This design comes from an exercise in tuning for small area, a short achievable clock period and few clock cycles per item on the open sky130 flow, not from production work.
At most, simulation tests tie the RTL to the original design; equivalence was not proved.
Power and IR drop assume default switching activity.

==> inputs of job 6550 <==
==> flow/design.v (excerpt) <==
module Mult (MultStart, out_A, out_B, rst, clk, HI, LOW, EndMult);
Settings: LEC_CHECK=0, CAP_MARGIN=20, CORE_MARGIN=2, CORE_UTILIZATION=40, SETUP_SLACK_MARGIN=1.5, SLEW_MARGIN=20, SYNTH_HIERARCHICAL=1, SYNTH_MINIMUM_KEEP_SIZE=0; clock period 6.5 ns.
standard.sh (not shown) runs the stock make flow with config.mk's settings and CLKGATE_MAP_FILE= SYNTH_SCRIPT=/design/flow/synth_recipe.tcl, a recipe that flattens the netlist after the stock synthesis.
==> flow/flow/run.sh <==
#!/bin/bash
# The standard layout (the standard.sh: ORFS synthesis to finish), except that
# the port buffers are sky130_fd_sc_hd__buf_4 rather than the delay-cell buffer
# that buffer_ports picks by default. The make output goes to standard.log; ORFS
# keeps each step's own log under orfs/logs/.
set -uo pipefail
bash standard.sh "BUFFER_PORTS_ARGS=-buffer_cell sky130_fd_sc_hd__buf_4" finish > standard.log 2>&1
==> job 9582: changes against job 6550 <==
--- a/flow/design.v
+++ b/flow/design.v
@@ -9,89 +9,105 @@
 	output reg EndMult;
 	always @(posedge clk) EndMult <= ~rst & MultStart;
 	wire [32:0] bs;
 	assign bs = {out_B, 1'b0};
 	wire [32:0] ax = {out_A[31], out_A};
 	wire [32:0] ax1 = {out_A, 1'b0};
-	wire one0, two0, neg0;
-	BoothEnc enc0 (.b(bs[2:0]), .one(one0), .two(two0), .c(neg0));
+	wire one0, two0;
+	BoothEnc enc0 (.b(bs[2:0]), .one(one0), .two(two0));
+	wire neg0 = bs[2] | ~(bs[1] | bs[0]);
 	wire [31:0] pp0;
 	wire pn0;
 	BoothRowX row0 (.one(one0), .two(two0), .nx(bs[2]), .a(out_A), .p(pp0), .pn(pn0));
-	wire one1, two1, neg1;
-	BoothEnc enc1 (.b(bs[4:2]), .one(one1), .two(two1), .c(neg1));
+	wire one1, two1;
+	BoothEnc enc1 (.b(bs[4:2]), .one(one1), .two(two1));
+	wire neg1 = bs[4] | ~(bs[3] | bs[2]);
 	wire [31:0] pp1;
 	wire pn1;
 	BoothRowX row1 (.one(one1), .two(two1), .nx(bs[4]), .a(out_A), .p(pp1), .pn(pn1));
-	wire one2, two2, neg2;
-	BoothEnc enc2 (.b(bs[6:4]), .one(one2), .two(two2), .c(neg2));
+	wire one2, two2;
+	BoothEnc enc2 (.b(bs[6:4]), .one(one2), .two(two2));
+	wire neg2 = bs[6] | ~(bs[5] | bs[4]);
 	wire [31:0] pp2;
 	wire pn2;
 	BoothRowX row2 (.one(one2), .two(two2), .nx(bs[6]), .a(out_A), .p(pp2), .pn(pn2));
-	wire one3, two3, neg3;
-	BoothEnc enc3 (.b(bs[8:6]), .one(one3), .two(two3), .c(neg3));
+	wire one3, two3;
+	BoothEnc enc3 (.b(bs[8:6]), .one(one3), .two(two3));
+	wire neg3 = bs[8] | ~(bs[7] | bs[6]);
 	wire [31:0] pp3;
 	wire pn3;
 	BoothRowX row3 (.one(one3), .two(two3), .nx(bs[8]), .a(out_A), .p(pp3), .pn(pn3));
-	wire one4, two4, neg4;
-	BoothEnc enc4 (.b(bs[10:8]), .one(one4), .two(two4), .c(neg4));
+	wire one4, two4;
+	BoothEnc enc4 (.b(bs[10:8]), .one(one4), .two(two4));
+	wire neg4 = bs[10] | ~(bs[9] | bs[8]);
 	wire [31:0] pp4;
 	wire pn4;
 	BoothRowX row4 (.one(one4), .two(two4), .nx(bs[10]), .a(out_A), .p(pp4), .pn(pn4));
-	wire one5, two5, neg5;
-	BoothEnc enc5 (.b(bs[12:10]), .one(one5), .two(two5), .c(neg5));
+	wire one5, two5;
+	BoothEnc enc5 (.b(bs[12:10]), .one(one5), .two(two5));
+	wire neg5 = bs[12] | ~(bs[11] | bs[10]);
 	wire [31:0] pp5;
 	wire pn5;
 	BoothRowX row5 (.one(one5), .two(two5), .nx(bs[12]), .a(out_A), .p(pp5), .pn(pn5));
-	wire one6, two6, neg6;
-	BoothEnc enc6 (.b(bs[14:12]), .one(one6), .two(two6), .c(neg6));
+	wire one6, two6;
+	BoothEnc enc6 (.b(bs[14:12]), .one(one6), .two(two6));
+	wire neg6 = bs[14] | ~(bs[13] | bs[12]);
 	wire [31:0] pp6;
 	wire pn6;
 	BoothRowX row6 (.one(one6), .two(two6), .nx(bs[14]), .a(out_A), .p(pp6), .pn(pn6));
-	wire one7, two7, neg7;
-	BoothEnc enc7 (.b(bs[16:14]), .one(one7), .two(two7), .c(neg7));
+	wire one7, two7;
+	BoothEnc enc7 (.b(bs[16:14]), .one(one7), .two(two7));
+	wire neg7 = bs[16] | ~(bs[15] | bs[14]);
 	wire [31:0] pp7;
 	wire pn7;
 	BoothRowX row7 (.one(one7), .two(two7), .nx(bs[16]), .a(out_A), .p(pp7), .pn(pn7));
-	wire one8, two8, neg8;
-	BoothEnc enc8 (.b(bs[18:16]), .one(one8), .two(two8), .c(neg8));
+	wire one8, two8;
+	BoothEnc enc8 (.b(bs[18:16]), .one(one8), .two(two8));
+	wire neg8 = bs[18] | ~(bs[17] | bs[16]);
 	wire [31:0] pp8;
 	wire pn8;
 	BoothRowX row8 (.one(one8), .two(two8), .nx(bs[18]), .a(out_A), .p(pp8), .pn(pn8));
-	wire one9, two9, neg9;
-	BoothEnc enc9 (.b(bs[20:18]), .one(one9), .two(two9), .c(neg9));
+	wire one9, two9;
+	BoothEnc enc9 (.b(bs[20:18]), .one(one9), .two(two9));
+	wire neg9 = bs[20] | ~(bs[19] | bs[18]);
 	wire [31:0] pp9;
 	wire pn9;
 	BoothRowX row9 (.one(one9), .two(two9), .nx(bs[20]), .a(out_A), .p(pp9), .pn(pn9));
-	wire one10, two10, neg10;
-	BoothEnc enc10 (.b(bs[22:20]), .one(one10), .two(two10), .c(neg10));
+	wire one10, two10;
+	BoothEnc enc10 (.b(bs[22:20]), .one(one10), .two(two10));
+	wire neg10 = bs[22] | ~(bs[21] | bs[20]);
 	wire [31:0] pp10;
 	wire pn10;
 	BoothRowX row10 (.one(one10), .two(two10), .nx(bs[22]), .a(out_A), .p(pp10), .pn(pn10));
-	wire one11, two11, neg11;
-	BoothEnc enc11 (.b(bs[24:22]), .one(one11), .two(two11), .c(neg11));
+	wire one11, two11;
+	BoothEnc enc11 (.b(bs[24:22]), .one(one11), .two(two11));
+	wire neg11 = bs[24] | ~(bs[23] | bs[22]);
 	wire [31:0] pp11;
 	wire pn11;
 	BoothRowX row11 (.one(one11), .two(two11), .nx(bs[24]), .a(out_A), .p(pp11), .pn(pn11));
-	wire one12, two12, neg12;
-	BoothEnc enc12 (.b(bs[26:24]), .one(one12), .two(two12), .c(neg12));
+	wire one12, two12;
+	BoothEnc enc12 (.b(bs[26:24]), .one(one12), .two(two12));
+	wire neg12 = bs[26] | ~(bs[25] | bs[24]);
 	wire [31:0] pp12;
 	wire pn12;
 	BoothRowX row12 (.one(one12), .two(two12), .nx(bs[26]), .a(out_A), .p(pp12), .pn(pn12));
-	wire one13, two13, neg13;
-	BoothEnc enc13 (.b(bs[28:26]), .one(one13), .two(two13), .c(neg13));
+	wire one13, two13;
+	BoothEnc enc13 (.b(bs[28:26]), .one(one13), .two(two13));
+	wire neg13 = bs[28] | ~(bs[27] | bs[26]);
 	wire [31:0] pp13;
 	wire pn13;
 	BoothRowX row13 (.one(one13), .two(two13), .nx(bs[28]), .a(out_A), .p(pp13), .pn(pn13));
-	wire one14, two14, neg14;
-	BoothEnc enc14 (.b(bs[30:28]), .one(one14), .two(two14), .c(neg14));
+	wire one14, two14;
+	BoothEnc enc14 (.b(bs[30:28]), .one(one14), .two(two14));
+	wire neg14 = bs[30] | ~(bs[29] | bs[28]);
 	wire [31:0] pp14;
 	wire pn14;
 	BoothRowX row14 (.one(one14), .two(two14), .nx(bs[30]), .a(out_A), .p(pp14), .pn(pn14));
-	wire one15, two15, neg15;
-	BoothEnc enc15 (.b(bs[32:30]), .one(one15), .two(two15), .c(neg15));
+	wire one15, two15;
+	BoothEnc enc15 (.b(bs[32:30]), .one(one15), .two(two15));
+	wire neg15 = bs[32] | ~(bs[31] | bs[30]);
 	wire [31:0] pp15;
 	wire pn15;
 	BoothRowX row15 (.one(one15), .two(two15), .nx(bs[32]), .a(out_A), .p(pp15), .pn(pn15));
 	wire s1, c2;
 	HA ha_s1 (.a(neg12), .b(pp0[24]), .s(s1), .co(c2));
 	wire s3, c4;
@@ -1262,18 +1278,17 @@
 	wire [55:0] G = S & C;
 	wire [55:0] P = S ^ C;
 	wire [55:0] hs;
 	PrefixAdd padd (.g(G), .p(P), .ci(CI), .s(hs));
 	assign {HI, LOW} = {hs, LB};
 endmodule
-module BoothEnc (b, one, two, c);
+module BoothEnc (b, one, two);
 	input wire [2:0] b;
-	output wire one, two, c;
+	output wire one, two;
 	assign one = b[1] ^ b[0];
 	assign two = (b[2] ^ b[1]) & ~(b[1] ^ b[0]);
-	assign c = b[2] | ~(b[1] | b[0]);
 endmodule
 module BoothRowX (one, two, nx, a, p, pn);
 	input wire one, two, nx;
 	input wire [31:0] a;
 	output wire [31:0] p;
 	output wire pn;
CORE_UTILIZATION = 60   (was 40)
==> job 1483: changes against job 6550 <==
--- a/flow/design.v
+++ b/flow/design.v
@@ -9,89 +9,105 @@
 	output reg EndMult;
 	always @(posedge clk) EndMult <= ~rst & MultStart;
 	wire [32:0] bs;
 	assign bs = {out_B, 1'b0};
 	wire [32:0] ax = {out_A[31], out_A};
 	wire [32:0] ax1 = {out_A, 1'b0};
-	wire one0, two0, neg0;
-	BoothEnc enc0 (.b(bs[2:0]), .one(one0), .two(two0), .c(neg0));
+	wire one0, two0;
+	BoothEnc enc0 (.b(bs[2:0]), .one(one0), .two(two0));
+	wire neg0 = bs[2] | ~(bs[1] | bs[0]);
 	wire [31:0] pp0;
 	wire pn0;
 	BoothRowX row0 (.one(one0), .two(two0), .nx(bs[2]), .a(out_A), .p(pp0), .pn(pn0));
-	wire one1, two1, neg1;
-	BoothEnc enc1 (.b(bs[4:2]), .one(one1), .two(two1), .c(neg1));
+	wire one1, two1;
+	BoothEnc enc1 (.b(bs[4:2]), .one(one1), .two(two1));
+	wire neg1 = bs[4] | ~(bs[3] | bs[2]);
 	wire [31:0] pp1;
 	wire pn1;
 	BoothRowX row1 (.one(one1), .two(two1), .nx(bs[4]), .a(out_A), .p(pp1), .pn(pn1));
-	wire one2, two2, neg2;
-	BoothEnc enc2 (.b(bs[6:4]), .one(one2), .two(two2), .c(neg2));
+	wire one2, two2;
+	BoothEnc enc2 (.b(bs[6:4]), .one(one2), .two(two2));
+	wire neg2 = bs[6] | ~(bs[5] | bs[4]);
 	wire [31:0] pp2;
 	wire pn2;
 	BoothRowX row2 (.one(one2), .two(two2), .nx(bs[6]), .a(out_A), .p(pp2), .pn(pn2));
-	wire one3, two3, neg3;
-	BoothEnc enc3 (.b(bs[8:6]), .one(one3), .two(two3), .c(neg3));
+	wire one3, two3;
+	BoothEnc enc3 (.b(bs[8:6]), .one(one3), .two(two3));
+	wire neg3 = bs[8] | ~(bs[7] | bs[6]);
 	wire [31:0] pp3;
 	wire pn3;
 	BoothRowX row3 (.one(one3), .two(two3), .nx(bs[8]), .a(out_A), .p(pp3), .pn(pn3));
-	wire one4, two4, neg4;
-	BoothEnc enc4 (.b(bs[10:8]), .one(one4), .two(two4), .c(neg4));
+	wire one4, two4;
+	BoothEnc enc4 (.b(bs[10:8]), .one(one4), .two(two4));
+	wire neg4 = bs[10] | ~(bs[9] | bs[8]);
 	wire [31:0] pp4;
 	wire pn4;
 	BoothRowX row4 (.one(one4), .two(two4), .nx(bs[10]), .a(out_A), .p(pp4), .pn(pn4));
-	wire one5, two5, neg5;
-	BoothEnc enc5 (.b(bs[12:10]), .one(one5), .two(two5), .c(neg5));
+	wire one5, two5;
+	BoothEnc enc5 (.b(bs[12:10]), .one(one5), .two(two5));
+	wire neg5 = bs[12] | ~(bs[11] | bs[10]);
 	wire [31:0] pp5;
 	wire pn5;
 	BoothRowX row5 (.one(one5), .two(two5), .nx(bs[12]), .a(out_A), .p(pp5), .pn(pn5));
-	wire one6, two6, neg6;
-	BoothEnc enc6 (.b(bs[14:12]), .one(one6), .two(two6), .c(neg6));
+	wire one6, two6;
+	BoothEnc enc6 (.b(bs[14:12]), .one(one6), .two(two6));
+	wire neg6 = bs[14] | ~(bs[13] | bs[12]);
 	wire [31:0] pp6;
 	wire pn6;
 	BoothRowX row6 (.one(one6), .two(two6), .nx(bs[14]), .a(out_A), .p(pp6), .pn(pn6));
-	wire one7, two7, neg7;
-	BoothEnc enc7 (.b(bs[16:14]), .one(one7), .two(two7), .c(neg7));
+	wire one7, two7;
+	BoothEnc enc7 (.b(bs[16:14]), .one(one7), .two(two7));
+	wire neg7 = bs[16] | ~(bs[15] | bs[14]);
 	wire [31:0] pp7;
 	wire pn7;
 	BoothRowX row7 (.one(one7), .two(two7), .nx(bs[16]), .a(out_A), .p(pp7), .pn(pn7));
-	wire one8, two8, neg8;
-	BoothEnc enc8 (.b(bs[18:16]), .one(one8), .two(two8), .c(neg8));
+	wire one8, two8;
+	BoothEnc enc8 (.b(bs[18:16]), .one(one8), .two(two8));
+	wire neg8 = bs[18] | ~(bs[17] | bs[16]);
 	wire [31:0] pp8;
 	wire pn8;
 	BoothRowX row8 (.one(one8), .two(two8), .nx(bs[18]), .a(out_A), .p(pp8), .pn(pn8));
-	wire one9, two9, neg9;
-	BoothEnc enc9 (.b(bs[20:18]), .one(one9), .two(two9), .c(neg9));
+	wire one9, two9;
+	BoothEnc enc9 (.b(bs[20:18]), .one(one9), .two(two9));
+	wire neg9 = bs[20] | ~(bs[19] | bs[18]);
 	wire [31:0] pp9;
 	wire pn9;
 	BoothRowX row9 (.one(one9), .two(two9), .nx(bs[20]), .a(out_A), .p(pp9), .pn(pn9));
-	wire one10, two10, neg10;
-	BoothEnc enc10 (.b(bs[22:20]), .one(one10), .two(two10), .c(neg10));
+	wire one10, two10;
+	BoothEnc enc10 (.b(bs[22:20]), .one(one10), .two(two10));
+	wire neg10 = bs[22] | ~(bs[21] | bs[20]);
 	wire [31:0] pp10;
 	wire pn10;
 	BoothRowX row10 (.one(one10), .two(two10), .nx(bs[22]), .a(out_A), .p(pp10), .pn(pn10));
-	wire one11, two11, neg11;
-	BoothEnc enc11 (.b(bs[24:22]), .one(one11), .two(two11), .c(neg11));
+	wire one11, two11;
+	BoothEnc enc11 (.b(bs[24:22]), .one(one11), .two(two11));
+	wire neg11 = bs[24] | ~(bs[23] | bs[22]);
 	wire [31:0] pp11;
 	wire pn11;
 	BoothRowX row11 (.one(one11), .two(two11), .nx(bs[24]), .a(out_A), .p(pp11), .pn(pn11));
-	wire one12, two12, neg12;
-	BoothEnc enc12 (.b(bs[26:24]), .one(one12), .two(two12), .c(neg12));
+	wire one12, two12;
+	BoothEnc enc12 (.b(bs[26:24]), .one(one12), .two(two12));
+	wire neg12 = bs[26] | ~(bs[25] | bs[24]);
 	wire [31:0] pp12;
 	wire pn12;
 	BoothRowX row12 (.one(one12), .two(two12), .nx(bs[26]), .a(out_A), .p(pp12), .pn(pn12));
-	wire one13, two13, neg13;
-	BoothEnc enc13 (.b(bs[28:26]), .one(one13), .two(two13), .c(neg13));
+	wire one13, two13;
+	BoothEnc enc13 (.b(bs[28:26]), .one(one13), .two(two13));
+	wire neg13 = bs[28] | ~(bs[27] | bs[26]);
 	wire [31:0] pp13;
 	wire pn13;
 	BoothRowX row13 (.one(one13), .two(two13), .nx(bs[28]), .a(out_A), .p(pp13), .pn(pn13));
-	wire one14, two14, neg14;
-	BoothEnc enc14 (.b(bs[30:28]), .one(one14), .two(two14), .c(neg14));
+	wire one14, two14;
+	BoothEnc enc14 (.b(bs[30:28]), .one(one14), .two(two14));
+	wire neg14 = bs[30] | ~(bs[29] | bs[28]);
 	wire [31:0] pp14;
 	wire pn14;
 	BoothRowX row14 (.one(one14), .two(two14), .nx(bs[30]), .a(out_A), .p(pp14), .pn(pn14));
-	wire one15, two15, neg15;
-	BoothEnc enc15 (.b(bs[32:30]), .one(one15), .two(two15), .c(neg15));
+	wire one15, two15;
+	BoothEnc enc15 (.b(bs[32:30]), .one(one15), .two(two15));
+	wire neg15 = bs[32] | ~(bs[31] | bs[30]);
 	wire [31:0] pp15;
 	wire pn15;
 	BoothRowX row15 (.one(one15), .two(two15), .nx(bs[32]), .a(out_A), .p(pp15), .pn(pn15));
 	wire s1, c2;
 	HA ha_s1 (.a(neg12), .b(pp0[24]), .s(s1), .co(c2));
 	wire s3, c4;
@@ -1262,18 +1278,17 @@
 	wire [55:0] G = S & C;
 	wire [55:0] P = S ^ C;
 	wire [55:0] hs;
 	PrefixAdd padd (.g(G), .p(P), .ci(CI), .s(hs));
 	assign {HI, LOW} = {hs, LB};
 endmodule
-module BoothEnc (b, one, two, c);
+module BoothEnc (b, one, two);
 	input wire [2:0] b;
-	output wire one, two, c;
+	output wire one, two;
 	assign one = b[1] ^ b[0];
 	assign two = (b[2] ^ b[1]) & ~(b[1] ^ b[0]);
-	assign c = b[2] | ~(b[1] | b[0]);
 endmodule
 module BoothRowX (one, two, nx, a, p, pn);
 	input wire one, two, nx;
 	input wire [31:0] a;
 	output wire [31:0] p;
 	output wire pn;
==> flow/flow/run.sh (replaced) <==
#!/bin/bash
# The standard layout (the standard.sh: ORFS synthesis to finish), except that
# the port buffers are sky130_fd_sc_hd__buf_2 rather than the delay-cell buffer
# that buffer_ports picks by default. The make output goes to standard.log; ORFS
# keeps each step's own log under orfs/logs/.
set -uo pipefail
bash standard.sh "BUFFER_PORTS_ARGS=-buffer_cell sky130_fd_sc_hd__buf_2" finish > standard.log 2>&1
CTS_BUF_LIST = sky130_fd_sc_hd__clkbuf_4 sky130_fd_sc_hd__clkbuf_8   (was not set)
SETUP_SLACK_MARGIN = 1.7   (was 1.5)
TNS_END_PERCENT = 20   (was not set)
==> job 4701: changes against job 6550 <==
SETUP_SLACK_MARGIN = 1.2   (was 1.5)
==> summary.txt <==
Status: no timing/DRC/antenna violations
Clock power share: 0.052
Signal inverters: 28
Vert. Die Dim: 257 um
Routed length on met1: 31900 um
Crit path cell chain: ha_4 > a211oi_2 > nor3b_2 > or4_4 > a221oi_4 > a21oi_4 > o211ai_2 > a21oi_1 > or2_1 > o311ai_2 > buf_2
# Post-CTS Setup Buffers: 9
Rel. slew slack: 0.522
Slowest cell on crit path: or4_4
Data required time of the worst path: 5.20 ns
DR vias: 19600
Combinational share of power: 0.839
Cell count after synthesis: 2307
WL final: 82700 um
# the run above: job 1483

==> summary.txt <==
Signal inverters: 60
DR vias: 19300
Vert. Die Dim: 257 um
Status: no timing/DRC/antenna violations
Rel. slew slack: 0.573
WL final: 81100 um
# Post-CTS Setup Buffers: 5
Cell count after synthesis: 2323
Clock power share: 0.063
Area fraction in compound gates after synthesis: 0.179
Routed length on met1: 31600 um
Combinational share of power: 0.837
# the run above: job 6550

==> summary.txt <==
WL final: 80800 um
DR vias: 19100
Signal inverters: 60
Rel. slew slack: 0.514
Routed length on met1: 31600 um
Slowest cell on crit path: fa_1
Status: no timing/DRC/antenna violations
Clock power share: 0.063
Combinational share of power: 0.834
Cell count after synthesis: 2323
Data required time of the worst path: 6.87 ns
# the run above: job 4701

==> summary.txt <==
Status: no timing/DRC/antenna violations
Leak: 9.58 nW
Clock power share: 0.065
HPWL after DPL: 61300 um
Signal inverters: 28
Rel. slew slack: 0.488
WL final: 78800 um
Slowest cell on crit path: fa_1
Cell count after synthesis: 2307
Combinational share of power: 0.831
Routed length on met1: 30100 um
GRT met3 Usage: 0.0758
# Post-CTS Setup Buffers: 0
WL per Instance: 26.9 um
Vert. Die Dim: 210 um
Seq. pwr: 1.55 mW
Ys flop type: dfxtp_1
Hold_sp: rst
Type of destination of the critical path: register
DR pass1 iterations: 6
# the run above: job 9582

Testbench counts of job 9582, summed over its fixed seeds: cycles 960, items 960.
Testbench counts of job 1483, summed over its fixed seeds: cycles 960, items 960.
Function not checked in job 6550 and job 4701: the RTL went through the layout flow alone.

-- port drivers added, routing unchanged --
The flow's constraints put no driver on any port. The routed layouts listed below were extracted and timed again, unchanged, in two steps. Step 1: set_driving_cell puts a clkbuf_16 on clk and a buf_2 on each other input, an assumption about the parent block. Step 2 also shifts input and output timing later by t, the mid clock arrival at the registers, as if the neighbouring blocks saw the same clock. a / b / c = ideal / step 1 / step 2; a / b = the first two.
| run | shift t [ns] | setup WS [ns] | hold slack, ns | worst setup path after step 2 | clock arrival spread, ns |
|---|---|---|---|---|---|
| job 6550 | 0.544 | 1.529 / 1.502 / 0.958 | 0.971 / 0.937 / 1.481 | input to register | 0.017 / 0.016 |
| job 9582 | 0.529 | 1.550 / 1.545 / 1.024 | 0.980 / 0.947 / 1.476 | input to register | 0.014 / 0.014 |
| job 1483 | 0.620 | 1.679 / 1.619 / 1.145 | 0.889 / 0.853 / 1.473 | input to register | 0.025 / 0.026 |
| job 4701 | 0.547 | 1.274 / 1.297 / 0.750 | 0.968 / 0.935 / 1.482 | input to register | 0.015 / 0.016 |
After both steps every run listed still meets setup and hold. The setup slack of job 6550, which loses most, moves by -0.027 ns with the drivers and by -0.571 ns with both steps.
